Context: an optimization exercise on an open-source flow, tuned for small area. The choices shown serve that exercise and are no tape-out recipe. In this exercise RTL edits were held to simulation tests only and were not proved equivalent to the original. The flow treats the clock pin as an ideal source. Dropping or thinning the clock tree relies on that and would not hold on a real chip. Power is estimated from default activity; no workload was simulated.

==> inputs of 03-28 <==
==> flow/design.v <==
`timescale 1ns / 1ps
module my_calculator(
    input plus,
    input minus,
    input equal,
    input clk,
    input num_0,
    input num_1,
    input reset,
    output [7:0] duan1,
    output [7:0] duan2,
    output [7:0] led_bits
    );
    reg [12:0] ph;
    reg [2:0]  p;
    reg [9:0]  deb;
    reg [4:0]  cnt;        
    reg        f4;         
    reg [3:0]  fr;         
    reg [1:0]  op;         
    reg        error;
    reg [3:0]  firstn;
    reg [3:0]  secondn;    
    reg [3:0]  show1;      
    reg        led_v;
    reg [2:0]  led_i;      
    wire key = num_0 | num_1;
    wire dz = ~|deb[8:0];
    wire sample = dz & deb[9];
    wire dload = dz & ~deb[9] & key;
    wire pz = ~|ph[11:0];
    wire pt = ph[12] & pz;
    wire enter = sample & key;
    wire bitv = ~num_0;
    wire lo = (cnt[4:2] == 3'b000);
    wire hi = (cnt[4:2] == 3'b001);
    wire [7:0] fl = {f4 | (|cnt[1:0]), f4 | cnt[1], f4 | (&cnt[1:0]), f4, fr};
    wire fp = fl[p];
    wire sub = op[1];
    wire [3:0] bb = secondn ^ {4{sub}};
    wire [4:0] c;
    wire [3:0] r;
    assign c[0] = sub;
    genvar gi;
    generate
        for (gi = 0; gi < 4; gi = gi + 1) begin : g_add
            assign r[gi] = firstn[gi] ^ bb[gi] ^ c[gi];
            assign c[gi+1] = (firstn[gi] & bb[gi]) | (c[gi] & (firstn[gi] ^ bb[gi]));
        end
    endgenerate
    wire ovf = c[4] ^ sub;
    wire eq = ~plus & ~minus & equal;
    wire calc = eq & (|op);
    wire ok = calc & ~ovf;
    wire bad = calc & ovf;
    always @(posedge clk or posedge reset)
        if (reset) begin
            ph <= 13'd0;
            p <= 3'd0;
            deb <= 10'd0;
        end else begin
            ph <= {ph[11:0], ph[12] ^ ph[4] ^ ph[1] ^ ph[0] ^ pz};
            p <= p ^ {pt & p[1] & p[0], pt & p[0], pt};
            deb <= {deb[8:0], deb[6] ^ (deb[9] & ~dz)} | {1'b0, dload, 5'd0, dload, dload, 1'b0};
        end
    always @(posedge clk or posedge reset)
        if (reset) begin
            led_v <= 1'b0;
        end else if (fp) begin
            led_v <= 1'b1;
        end
    always @(posedge clk)
        if (fp)
            led_i <= p;
    always @(posedge clk or posedge reset)
        if (reset) begin
            cnt <= 5'd0;
            f4 <= 1'b0;
            fr <= 4'd0;
            op <= 2'd0;
            error <= 1'b0;
            firstn <= 4'd0;
            secondn <= 4'd0;
        end else begin
            if (plus)
                op <= 2'b01;
            else if (minus)
                op <= 2'b10;
            else if (equal)
                op <= 2'b00;
            if (bad)
                error <= 1'b1;
            if (calc | (enter & lo & (&cnt[1:0])))
                f4 <= 1'b1;
            if (bad)
                fr <= 4'b1111;
            else if (ok)
                fr <= 4'b0000;
            if (enter) begin
                cnt <= cnt ^ {&cnt[3:0], &cnt[2:0], &cnt[1:0], cnt[0], 1'b1};
                if (lo)
                    firstn[~cnt[1:0]] <= bitv;
                if (hi) begin
                    secondn[~cnt[1:0]] <= bitv;
                    fr[~cnt[1:0]] <= 1'b1;
                end
            end
        end
    always @(posedge clk) begin
        if (ok)
            show1 <= r;
        if (enter & lo)
            show1[~cnt[1:0]] <= bitv;
    end
    wire num1 = led_v & led_i[2] & show1[led_i[1:0]];
    wire num2 = led_v & ~led_i[2] & secondn[led_i[1:0]];
    assign led_bits = led_v ? (8'd1 << led_i) : 8'd0;
    assign duan1 = error ? 8'b01001111 : {op[0], num1 ? 7'b0110000 : 7'b1111110};
    assign duan2 = error ? 8'b01001111 : {op[1], num2 ? 7'b0110000 : 7'b1111110};
endmodule
==> flow/flow/run.sh <==
#!/bin/bash
# Standard ORFS layout (the standard.sh), with changes only to how logic
# is mapped, what gets inserted and how cells are sized:
#  - synthesis is synth_recipe.tcl unchanged except that ABC maps the logic
#    with an area-oriented script (flow/area.abc: SAT-based resynthesis, then area-recovering mapping) instead of the speed script,
#    and adders are left to ABC (no ADDER_MAP_FILE); flip-flops are mapped
#    exactly as in the standard synthesis;
#  - after floorplan, each cell is swapped for the smallest drive strength of
#    its family (flow/downsize.tcl); the later repair steps upsize as needed;
#  - ports are buffered with buf_1 instead of the resizer's default pick;
#  - after CTS, the clock tree is replaced by a few clock buffers (fed by the clock port) driving all
#    flip-flops (flow/clock1.tcl); the design has few flip-flops.
# Each tool's full output is kept in flow_standard.log in this folder (and
# ORFS's own per-step logs are copied to flow_orfs_logs/).
set -euo pipefail
HERE=$(pwd)
export POST_FLOORPLAN_TCL="$HERE/flow/downsize.tcl"
export POST_CTS_TCL="$HERE/flow/clock1.tcl"
export CLOCK1_BUF=${CLOCK1_BUF:-sky130_fd_sc_hd__clkbuf_8}
export CLOCK1_N=${CLOCK1_N:-3}
export BUFFER_PORTS_ARGS="-buffer_cell sky130_fd_sc_hd__buf_1"
export CTS_ARGS="-sink_clustering_enable -repair_clock_nets -dont_use_dummy_load"
{ head -n 1 synth_recipe.tcl
  echo 'proc abc {args} { set i [lsearch $args -script]; if {$i >= 0} { lset args [expr {$i + 1}] $::env(AREA_ABC_SCRIPT) }; puts "abc with [lindex $args [expr {$i + 1}]]"; yosys abc {*}$args }'
  tail -n +2 synth_recipe.tcl; } > area_synth.tcl
export AREA_ABC_SCRIPT="$HERE/flow/area.abc"
bash standard.sh SYNTH_SCRIPT="$HERE/area_synth.tcl" ADDER_MAP_FILE= finish > flow_standard.log 2>&1 || { cp -r orfs/logs flow_orfs_logs 2>/dev/null; exit 1; }
cp -r orfs/logs flow_orfs_logs 2>/dev/null || true
==> flow/flow/area.abc <==
&get -n
&st
&deepsyn -T 60
&dch -f
&nf -R 1000 -F 4 -A 4 -E 4
&put
==> flow/flow/clock1.tcl <==
set block [ord::get_db_block]
set db [ord::get_db]
set clk_port_net [[$block findBTerm clk] getNet]
set bufcell $::env(CLOCK1_BUF)
set K $::env(CLOCK1_N)

# the buffers CTS inserted (and any dummy loads)
set old {}
foreach inst [$block getInsts] {
  set nm [$inst getName]
  if {[string match clkbuf_* $nm] || [string match clkload* $nm]} {
    lappend old $inst
  }
}
set old_nets {}
foreach inst $old {
  foreach it [$inst getITerms] {
    set n [$it getNet]
    if {$n ne "NULL" && [$n getName] ne [$clk_port_net getName]} { lappend old_nets $n }
  }
}

# flip-flop clock pins and their positions
set pins {}
foreach inst [$block getInsts] {
  set it [$inst findITerm CLK]
  if {$it eq "NULL"} { continue }
  set bb [$inst getBBox]
  lappend pins [list $it [expr {([$bb xMin] + [$bb xMax]) / 2.0}] [expr {([$bb yMin] + [$bb yMax]) / 2.0}]]
}
set pins [lsort -real -index 1 $pins]
set n [llength $pins]
# initial centres: spread along x, then k-means
for {set k 0} {$k < $K} {incr k} {
  set p [lindex $pins [expr {int(($k + 0.5) * $n / $K)}]]
  set cx($k) [lindex $p 1]; set cy($k) [lindex $p 2]
}
# balanced k-means: each buffer gets at most ceil(n/K) pins; pins whose
# nearest and second-nearest centres differ most choose first
set cap [expr {($n + $K - 1) / $K}]
for {set iter 0} {$iter < 30} {incr iter} {
  set order {}
  set i 0
  foreach p $pins {
    set ds {}
    for {set k 0} {$k < $K} {incr k} {
      lappend ds [list $k [expr {abs([lindex $p 1] - $cx($k)) + abs([lindex $p 2] - $cy($k))}]]
    }
    set ds [lsort -real -index 1 $ds]
    set regret [expr {$K > 1 ? [lindex $ds 1 1] - [lindex $ds 0 1] : 0}]
    set dl($i) $ds
    lappend order [list $i $regret]
    incr i
  }
  for {set k 0} {$k < $K} {incr k} { set sx($k) 0.0; set sy($k) 0.0; set sn($k) 0 }
  foreach o [lsort -real -decreasing -index 1 $order] {
    set i [lindex $o 0]
    foreach kd $dl($i) {
      set k [lindex $kd 0]
      if {$sn($k) < $cap} { break }
    }
    set asg($i) $k
    set p [lindex $pins $i]
    set sx($k) [expr {$sx($k) + [lindex $p 1]}]
    set sy($k) [expr {$sy($k) + [lindex $p 2]}]
    incr sn($k)
  }
  for {set k 0} {$k < $K} {incr k} {
    if {$sn($k) > 0} { set cx($k) [expr {$sx($k) / $sn($k)}]; set cy($k) [expr {$sy($k) / $sn($k)}] }
  }
}
for {set k 0} {$k < $K} {incr k} {
  set net($k) [odb::dbNet_create $block clk_root_$k]
  $net($k) setSigType CLOCK
}
set i 0
foreach p $pins {
  set it [lindex $p 0]
  $it disconnect
  $it connect $net($asg($i))
  incr i
}
foreach inst $old { odb::dbInst_destroy $inst }
foreach nn [lsort -unique $old_nets] {
  if {[llength [$nn getITerms]] == 0} { odb::dbNet_destroy $nn }
}
for {set k 0} {$k < $K} {incr k} {
  set buf [odb::dbInst_create $block [$db findMaster $bufcell] clkbuf_root_$k]
  [$buf findITerm A] connect $clk_port_net
  [$buf findITerm X] connect $net($k)
  $buf setLocation [expr {int($cx($k))}] [expr {int($cy($k))}]
  $buf setPlacementStatus PLACED
  puts "clock1: buffer $k drives $sn($k) clock pins"
}
puts "clock1: $n clock pins on $K $bufcell, removed [llength $old] CTS cells"
detailed_placement
check_placement -verbose
estimate_parasitics -placement
report_clock_skew
report_check_types -max_slew -max_capacitance -violators
==> flow/flow/downsize.tcl <==
# Swap every cell for the smallest-area member of its own family (same
# function and pins, only the drive strength differs). Timing has several ns
# of slack at this clock; later repair steps upsize again where needed.
set n 0
set saved 0.0
foreach inst [get_cells *] {
  set master [get_property $inst ref_name]
  if {![regexp {^(sky130_fd_sc_hd__[a-z0-9]+)_([0-9]+)$} $master -> base size]} { continue }
  set cur [get_lib_cells $master]
  if {[llength $cur] == 0} { continue }
  set best $master
  set best_area [get_property [lindex $cur 0] area]
  foreach lc [get_lib_cells ${base}_*] {
    set name [get_property $lc name]
    if {![regexp "^${base}_\[0-9\]+\$" $name]} { continue }
    set a [get_property $lc area]
    if {$a < $best_area - 1e-6} {
      set best $name
      set best_area $a
    }
  }
  if {$best ne $master} {
    set saved [expr {$saved + [get_property [lindex $cur 0] area] - $best_area}]
    replace_cell $inst [lindex [get_lib_cells $best] 0]
    incr n
  }
}
puts "downsize: replaced $n cells, saved [format %.2f $saved] um2"
==> flow/standard.sh <==
#!/bin/bash
# synth_recipe.tcl (not shown) runs the flow's synth.tcl, then flattens the netlist and writes it again
# the make line also repeats each setting of config.mk as NAME=value (left out here)
make -C /OpenROAD-flow-scripts/flow DESIGN_CONFIG=/design/flow/config.mk WORK_HOME=/design/flow/orfs CLKGATE_MAP_FILE= SYNTH_SCRIPT=/design/flow/synth_recipe.tcl "${@:-finish}"
==> flow/config.mk <==
export PLATFORM = sky130hd
export DESIGN_NAME = my_calculator
export DESIGN_NICKNAME = my_calculator
export VERILOG_FILES = /design/flow/design.v
export SDC_FILE = /design/flow/constraint.sdc
export NUM_CORES = 4
export LEC_CHECK = 0
export CAP_MARGIN = 20
export CORE_MARGIN = 2
export CORE_UTILIZATION = 60
export SLEW_MARGIN = 20
==> flow/constraint.sdc <==
create_clock -name core_clock -period 10.0 [get_ports {clk}]
set_input_delay 2.0000 -clock core_clock [delete_from_list [all_inputs] [get_ports {clk}]]
set_output_delay 2.0000 -clock core_clock [all_outputs]
set_load 0.01 [all_outputs]
==> inputs of 01-24, as changes to 03-28 <==
CORE_UTILIZATION = 75   (was 60)
==> inputs of 09-11, as changes to 03-28 <==
==> flow/flow/run.sh (replaced) <==
#!/bin/bash
# Standard ORFS layout (the standard.sh), with changes only to what gets
# inserted or how cells are sized:
#  - after floorplan, each cell is swapped for the smallest drive strength of
#    its family (flow/downsize.tcl); the later repair steps upsize as needed;
#  - ports are buffered with buf_1 instead of the resizer's default pick;
#  - clock tree synthesis without dummy loads.
# Each tool's full output is kept in flow_standard.log in this folder (and
# ORFS's own per-step logs are copied to flow_orfs_logs/).
set -euo pipefail
HERE=$(pwd)
export POST_FLOORPLAN_TCL="$HERE/flow/downsize.tcl"
export BUFFER_PORTS_ARGS="-buffer_cell sky130_fd_sc_hd__buf_1"
export CTS_ARGS="-sink_clustering_enable -repair_clock_nets -dont_use_dummy_load -buf_list {sky130_fd_sc_hd__clkbuf_8} -sink_clustering_size 60 -sink_clustering_max_diameter 300"
bash standard.sh finish > flow_standard.log 2>&1 || { cp -r orfs/logs flow_orfs_logs 2>/dev/null; exit 1; }
cp -r orfs/logs flow_orfs_logs 2>/dev/null || true
CORE_UTILIZATION = 40   (was 60)
removed: flow/flow/area.abc
removed: flow/flow/clock1.tcl
==> notes.md <==
| item | 01-24 | 03-28 | 09-11 |
|---|---|---|---|
| Internal power component | 0.2848 mW | 0.2848 mW | 0.3371 mW |
| Fillcell total | 210 | 300 | 572 |
| Number of standard-cell rows in the floorplan | 20 | 22 | 28 |
| Multi-input logic portion of the cell area | 33.58% | 33.32% | 36.14% |
| Setup slack after placement | 6.185 ns | 6.245 ns | 6.501 ns |
| GR Util met1 | 33.23% | 26.66% | 18.85% |
| Power share of the sequential group | 71.8% | 71.5% | 61.5% |
| Detailed-route wire length per cell | 15.54 µm | 13.93 µm | 13.46 µm |
| Met3 WL post-DR | 187 µm | 161 µm | 213 µm |
| Number of distinct library cells after synthesis | 33 | 33 | 42 |
| P_sw | 0.08285 mW | 0.08205 mW | 0.1260 mW |
| Share of layout cells above drive strength 1 | 2.137% | 2.137% | 6.494% |
| RD Place Congestion | 0.8108 | 0.8529 | 0.7957 |
| Share of Yosys cell area claimed by the top area cell type | 52.60% | 52.60% | 48.02% |
| Cell count after placement | 264 | 279 | 301 |
| Run status | timing/DRC/antenna clean | timing/DRC/antenna clean | timing/DRC/antenna clean |
| Combinational gate power | 0.0240 mW | 0.0234 mW | 0.0700 mW |
| Number of global-route vias before repair | 1563 | 1498 | 1519 |
| Total power of the final layout | 0.3676 mW | 0.3668 mW | 0.4630 mW |
| Number of nets in the finished design | 243 | 243 | 250 |
| Register share of the cell area | 57.05% | 56.61% | 51.84% |
| Area of the core | 2978 µm² | 3661 µm² | 5991 µm² |
| Cell type of the slowest stage on the worst timing path | edfxtp_1 | edfxtp_1 | mux4_2 |
In 03-28 and 01-24 the design's own scripts or RTL, not TritonCTS, make the clock network.

[afterwards: timing with drivers on the ports]
Ports are ideal in the flow. The routed layouts listed here were re-timed in OpenROAD. Step 1 assumes that a clkbuf_16 drives the clock port and a buf_2 every other input. Step 2, shift: input delay + t, output delay - t, t = (earliest + latest rising clock arrival at the registers) / 2. This alone moves slack from input paths to output paths. Slacks: ideal / step 1 / step 2; pairs: ideal / step 1.
run | t (ns) | slack for setup (ns) | slew at the worst register clock pin (ns)
03-28 | 0.203 | 6.320 / 6.277 / 6.232 | 0.11 / 0.11
01-24 | 0.203 | 6.320 / 6.277 / 6.159 | 0.11 / 0.11
09-11 | 0.318 | 6.370 / 6.347 / 6.479 | 0.09 / 0.09
After both steps setup and hold are still met in every run listed. For 01-24, which loses most, drivers alone change the setup slack by -0.043 ns; drivers and shift together by -0.161 ns.
